Background: an optimization exercise with open tools, aiming at small area. Do not read the settings as production practice. RTL that was checked went through simulation tests only; none was proved equivalent to the original.

Setup of delta:
==> flow/design.v <==
`timescale 1ns / 1ps
module Simon(
    output [3:0]    an,
    output [6:0]    seg,
    output [15:0]   led,
    input  [3:0]    sw,
    input           clk,
    input           btnR,      
    input           btnL,      
    input           btnC       
    );
localparam N = 11;      
localparam LW = N - 3;  
wire        rst = ~sw[3];
reg  [1:0]  state;
reg  [2:0]  round;
reg  [2:0]  count;
reg  [7:0]  ran_bits;    
reg  [7:0]  bits;        
reg  [N-1:0] A;
reg  [N-1:0] B;
reg         P1, P2;      
reg         R1, R2;      
reg         dl;          
reg         dlR;         
reg         dbL, dbR;    
reg         X;           
wire s0 = (state == 2'd0);
wire s1 = (state == 2'd1);
wire s2 = (state == 2'd2);
wire s3 = (state == 2'd3);
wire center_pressed = dl  & ~X;
wire left_pressed   = dl  & ~dbL;
wire right_pressed  = dlR & ~dbR;
wire b          = bits[count];
wire wrong      = (right_pressed & ~b) | (left_pressed & b);
wire any        = right_pressed | left_pressed;
wire last       = (count == round);
wire [LW-1:0] lo = A[LW-1:0];
wire lo_zero = ~|lo;
wire lo_last = lo[LW-1] & ~|lo[LW-2:0];       
wire lo_fb;
generate
    if (LW == 8)      assign lo_fb = lo[7] ^ lo[5] ^ lo[4] ^ lo[3] ^ ~|lo[6:0];
    else if (LW == 3) assign lo_fb = lo[2] ^ lo[1] ^ ~|lo[1:0];
    else if (LW == 2) assign lo_fb = lo[1] ^ lo[0] ^ ~lo[0];
    else              assign lo_fb = ~lo[0];
endgenerate
wire [LW-1:0] lo_next;
generate
    if (LW > 1) assign lo_next = {lo[LW-2:0], lo_fb};
    else        assign lo_next = lo_fb;
endgenerate
wire [2:0] hi = A[N-1:N-3];
wire a_ones     = lo_last & (&hi);
wire a_zero     = lo_zero & ~|hi;
wire [3:0] top  = B[3:0];
wire flash_done = a_zero & (top == {1'b0, round} + 4'd1);
wire msg_blank  = a_ones & (&top[2:0]);
wire msg_end    = msg_blank & ~top[3];
reg  [1:0]  nstate;
always @* begin
    nstate = state;
    case (state)
        2'd0: if (center_pressed) nstate = 2'd1;
        2'd1: if (flash_done)     nstate = 2'd2;
        2'd2: if (wrong)          nstate = 2'd3;
              else if (any && last) nstate = (round == 3'd7) ? 2'd3 : 2'd1;
        default: if (msg_end)     nstate = 2'd0;
    endcase
end
wire trans = (nstate != state);
wire a_clr = ~state[0] & (P1 ^ P2);
wire b_clr = ~state[0] & (R1 ^ R2);
wire [2:0] hi_inc = hi + {2'd0, lo_last};
wire [2:0] hi_next = {hi_inc[2] | (hi[2] & ~state[0]), hi_inc[1:0]};
wire b_cin = ~state[0] | a_ones;
wire [N-1:0] b_inc = B + {{(N-1){1'b0}}, b_cin};
wire [N-1:0] b_next = {b_inc[N-1] | (B[N-1] & ~state[0]), b_inc[N-2:0]};
wire a_almost = lo_last & hi[1] & hi[0];           
wire l_upd = A[N-1] | (trans & a_almost & ~(P1 ^ P2));
wire r_upd = B[N-1] | (trans & (&B[N-2:0]) & ~(R1 ^ R2));
always @(posedge clk) begin
    if (rst) begin
        state    <= 2'd0;
        round    <= 3'd0;
        count    <= 3'd0;
        ran_bits <= 8'd0;
        bits     <= 8'd0;
        A        <= {N{1'b0}};
        B        <= {N{1'b0}};
        P1       <= 1'b0;
        P2       <= 1'b0;
        R1       <= 1'b0;
        R2       <= 1'b0;
        dl       <= 1'b0;
        dlR      <= 1'b0;
        dbL      <= 1'b0;
        dbR      <= 1'b0;
        X        <= 1'b0;
    end else begin
        state    <= nstate;
        ran_bits <= ran_bits + 8'd1;
        if (s0 && !center_pressed)
            bits <= ran_bits;
        case (state)
            2'd0: begin round <= 3'd0; count <= 3'd0; end
            2'd1: count <= 3'd0;
            2'd2: if (!wrong && any) begin
                      if (!last)               count <= count + 3'd1;
                      else if (round != 3'd7)  round <= round + 3'd1;
                  end
            default: ;
        endcase
        if (trans) begin
            A <= {{(N-LW){nstate[0]}}, nstate[0], {(LW-1){1'b0}}};
            B <= {N{nstate[0]}};
        end else begin
            A <= a_clr ? {N{1'b0}} : {hi_next, lo_next};
            B <= b_clr ? {N{1'b0}} : b_next;
        end
        P1  <= s0 ? btnC : (s2 & btnL);
        P2  <= ~state[0] & P1;
        R1  <= s2 & btnR;
        R2  <= s2 & R1;
        dl  <= s0 ? X : (s2 & dbL);
        dlR <= s2 & dbR;
        if (s2 && l_upd) dbL <= P2;
        if (s2 && r_upd) dbR <= R2;
        case (state)
            2'd0: if (A[N-1]) X <= P2;
            2'd1: ;
            2'd2: X <= ~wrong;
            default: if (msg_end) X <= 1'b0;
        endcase
    end
end
wire lit = s1 & ~top[3] & A[N-1];
wire fb  = bits[top[2:0]];
wire [1:0] led_flash = lit ? {~fb, fb} : 2'b00;
wire show = s3 & ~msg_blank;
reg  [3:0] an_d;
reg  [6:0] seg_d;
always @* begin
    case (A[N-2:N-3])
        2'b00: begin an_d = 4'b0111; seg_d = X ? 7'b0011001 : 7'b1000111; end
        2'b01: begin an_d = 4'b1011; seg_d = X ? 7'b0000110 : 7'b1000000; end
        2'b10: begin an_d = 4'b1101; seg_d = X ? 7'b0001000 : 7'b0010010; end
        default: begin an_d = 4'b1110; seg_d = X ? 7'b0001001 : 7'b0000110; end
    endcase
end
assign an  = show ? an_d  : 4'b1111;
assign seg = show ? seg_d : 7'b1111111;
assign led[15:8] = sw[0] ? bits : 8'd0;
assign led[7:6]  = sw[1] ? state : 2'd0;
assign led[5:4]  = led_flash;
assign led[3]    = 1'b0;
assign led[2:0]  = sw[2] ? round : count;
endmodule
export LEC_CHECK = 0
export CAP_MARGIN = 20
export CORE_MARGIN = 2
export CORE_UTILIZATION = 40
export SLEW_MARGIN = 20
create_clock -name core_clock -period 10.0 [get_ports {clk}]
standard.sh (not shown) runs the stock make flow with config.mk's settings and CLKGATE_MAP_FILE= SYNTH_SCRIPT=/design/flow/synth_recipe.tcl, a recipe that flattens the netlist after the stock synthesis.
==> flow/flow/run.sh <==
#!/bin/bash
# The standard layout with two changes:
#  - port buffers use the smallest buffer cell (every port still gets one);
#  - after floorplan, the combinational logic is re-mapped for area with
#    OpenROAD's restructure (ABC); registers are left as synthesis made them.
set -euo pipefail
export BUFFER_PORTS_ARGS="-buffer_cell sky130_fd_sc_hd__buf_1"
export POST_FLOORPLAN_TCL="$(pwd)/flow/restructure.tcl"
export CTS_ARGS="-sink_clustering_enable -repair_clock_nets -dont_use_dummy_load"
bash standard.sh > standard_flow.log 2>&1
==> flow/flow/restructure.tcl <==
# Re-map the combinational logic for area (registers are not touched).
set rmp_lib [lindex $::env(LIB_FILES) 0]
set rmp_lo "[lindex $::env(TIELO_CELL_AND_PORT) 0]/[lindex $::env(TIELO_CELL_AND_PORT) 1]"
set rmp_hi "[lindex $::env(TIEHI_CELL_AND_PORT) 0]/[lindex $::env(TIEHI_CELL_AND_PORT) 1]"
set rmp_dir $::env(OBJECTS_DIR)/restructure
file mkdir $rmp_dir
puts "restructure: before"
report_design_area
restructure -target area -liberty_file $rmp_lib -tielo_port $rmp_lo -tiehi_port $rmp_hi \
  -work_dir $rmp_dir -abc_logfile $::env(LOG_DIR)/2_1_restructure_abc.log
puts "restructure: after"
report_design_area
Changes in harbor relative to delta:
--- a/flow/design.v
+++ b/flow/design.v
@@ -74,11 +74,11 @@
 wire b_clr = ~state[0] & (R1 ^ R2);
 wire [2:0] hi_inc = hi + {2'd0, lo_last};
 wire [2:0] hi_next = {hi_inc[2] | (hi[2] & ~state[0]), hi_inc[1:0]};
 wire b_cin = ~state[0] | a_ones;
 wire [N-1:0] b_inc = B + {{(N-1){1'b0}}, b_cin};
-wire [N-1:0] b_next = {b_inc[N-1] | (B[N-1] & ~state[0]), b_inc[N-2:0]};
+wire [N-1:0] b_next = {b_inc[N-1] | B[N-1], b_inc[N-2:0]};
 wire a_almost = lo_last & hi[1] & hi[0];           
 wire l_upd = A[N-1] | (trans & a_almost & ~(P1 ^ P2));
 wire r_upd = B[N-1] | (trans & (&B[N-2:0]) & ~(R1 ^ R2));
 always @(posedge clk) begin
     if (rst) begin
@@ -86,17 +86,13 @@
         round    <= 3'd0;
         count    <= 3'd0;
         ran_bits <= 8'd0;
         bits     <= 8'd0;
         A        <= {N{1'b0}};
-        B        <= {N{1'b0}};
         P1       <= 1'b0;
         P2       <= 1'b0;
-        R1       <= 1'b0;
-        R2       <= 1'b0;
         dl       <= 1'b0;
-        dlR      <= 1'b0;
         dbL      <= 1'b0;
         dbR      <= 1'b0;
         X        <= 1'b0;
     end else begin
         state    <= nstate;
@@ -110,32 +106,35 @@
                       if (!last)               count <= count + 3'd1;
                       else if (round != 3'd7)  round <= round + 3'd1;
                   end
             default: ;
         endcase
-        if (trans) begin
-            A <= {{(N-LW){nstate[0]}}, nstate[0], {(LW-1){1'b0}}};
-            B <= {N{nstate[0]}};
-        end else begin
+        if (trans)
+            A <= {{(N-LW){~state[0]}}, ~state[0], {(LW-1){1'b0}}};
+        else
             A <= a_clr ? {N{1'b0}} : {hi_next, lo_next};
-            B <= b_clr ? {N{1'b0}} : b_next;
-        end
         P1  <= s0 ? btnC : (s2 & btnL);
         P2  <= ~state[0] & P1;
-        R1  <= s2 & btnR;
-        R2  <= s2 & R1;
         dl  <= s0 ? X : (s2 & dbL);
-        dlR <= s2 & dbR;
         if (s2 && l_upd) dbL <= P2;
         if (s2 && r_upd) dbR <= R2;
         case (state)
             2'd0: if (A[N-1]) X <= P2;
             2'd1: ;
             2'd2: X <= ~wrong;
             default: if (msg_end) X <= 1'b0;
         endcase
     end
+end
+always @(posedge clk) begin
+    if (trans)
+        B <= {{(N-4){1'b0}}, {4{~state[0]}}};
+    else
+        B <= b_clr ? {N{1'b0}} : b_next;
+    R1  <= s2 & btnR;
+    R2  <= s2 & R1;
+    dlR <= s2 & dbR;
 end
 wire lit = s1 & ~top[3] & A[N-1];
 wire fb  = bits[top[2:0]];
 wire [1:0] led_flash = lit ? {~fb, fb} : 2'b00;
 wire show = s3 & ~msg_blank;
Notes after the runs:
harbor vs delta on largest stage delay on the critical path: harbor is the higher one. harbor vs. delta: minimum setup slack in the final design went up by 350 ps. Looking at multi-input combinational cell count across harbor and delta, the one that comes out higher is harbor. Lower compound-cell area share of the yosys netlist goes to harbor over delta. Looking at total track usage, harbor sits 0.28 points lower than delta does. met3 layer usage reported by global route on harbor is down relative to delta.
Only the layout flow was run in harbor; the RTL was not checked for function there.

==> static timing again, ports no longer ideal <==
No port has a modelled driver above. Below, the same layouts with a new extraction and two added sets of constraints.
Step 1 sets driving cells, clkbuf_16 on the clock port and buf_2 on the other inputs (assumed; they add their load-dependent delay and slew).
Step 2 adds t to the input delays and takes it off the output delays; t is the mean of the earliest and latest rising clock arrival at the registers after step 1. Input paths then give back, and output paths get back, about the clock's delay inside the block.
a / b / c = ideal / step 1 / step 2; a / b = the first two.
run	t, ns	setup WS [ns]	worst hold slack (ns)	worst slew at a driven data input, ns
delta	0.331	4.838 / 4.813 / 5.144	0.427 / 0.427 / 0.427	0.03
harbor	0.339	5.184 / 5.154 / 5.405	0.426 / 0.426 / 0.426	0.03
After both steps setup and hold are still met in every run listed.
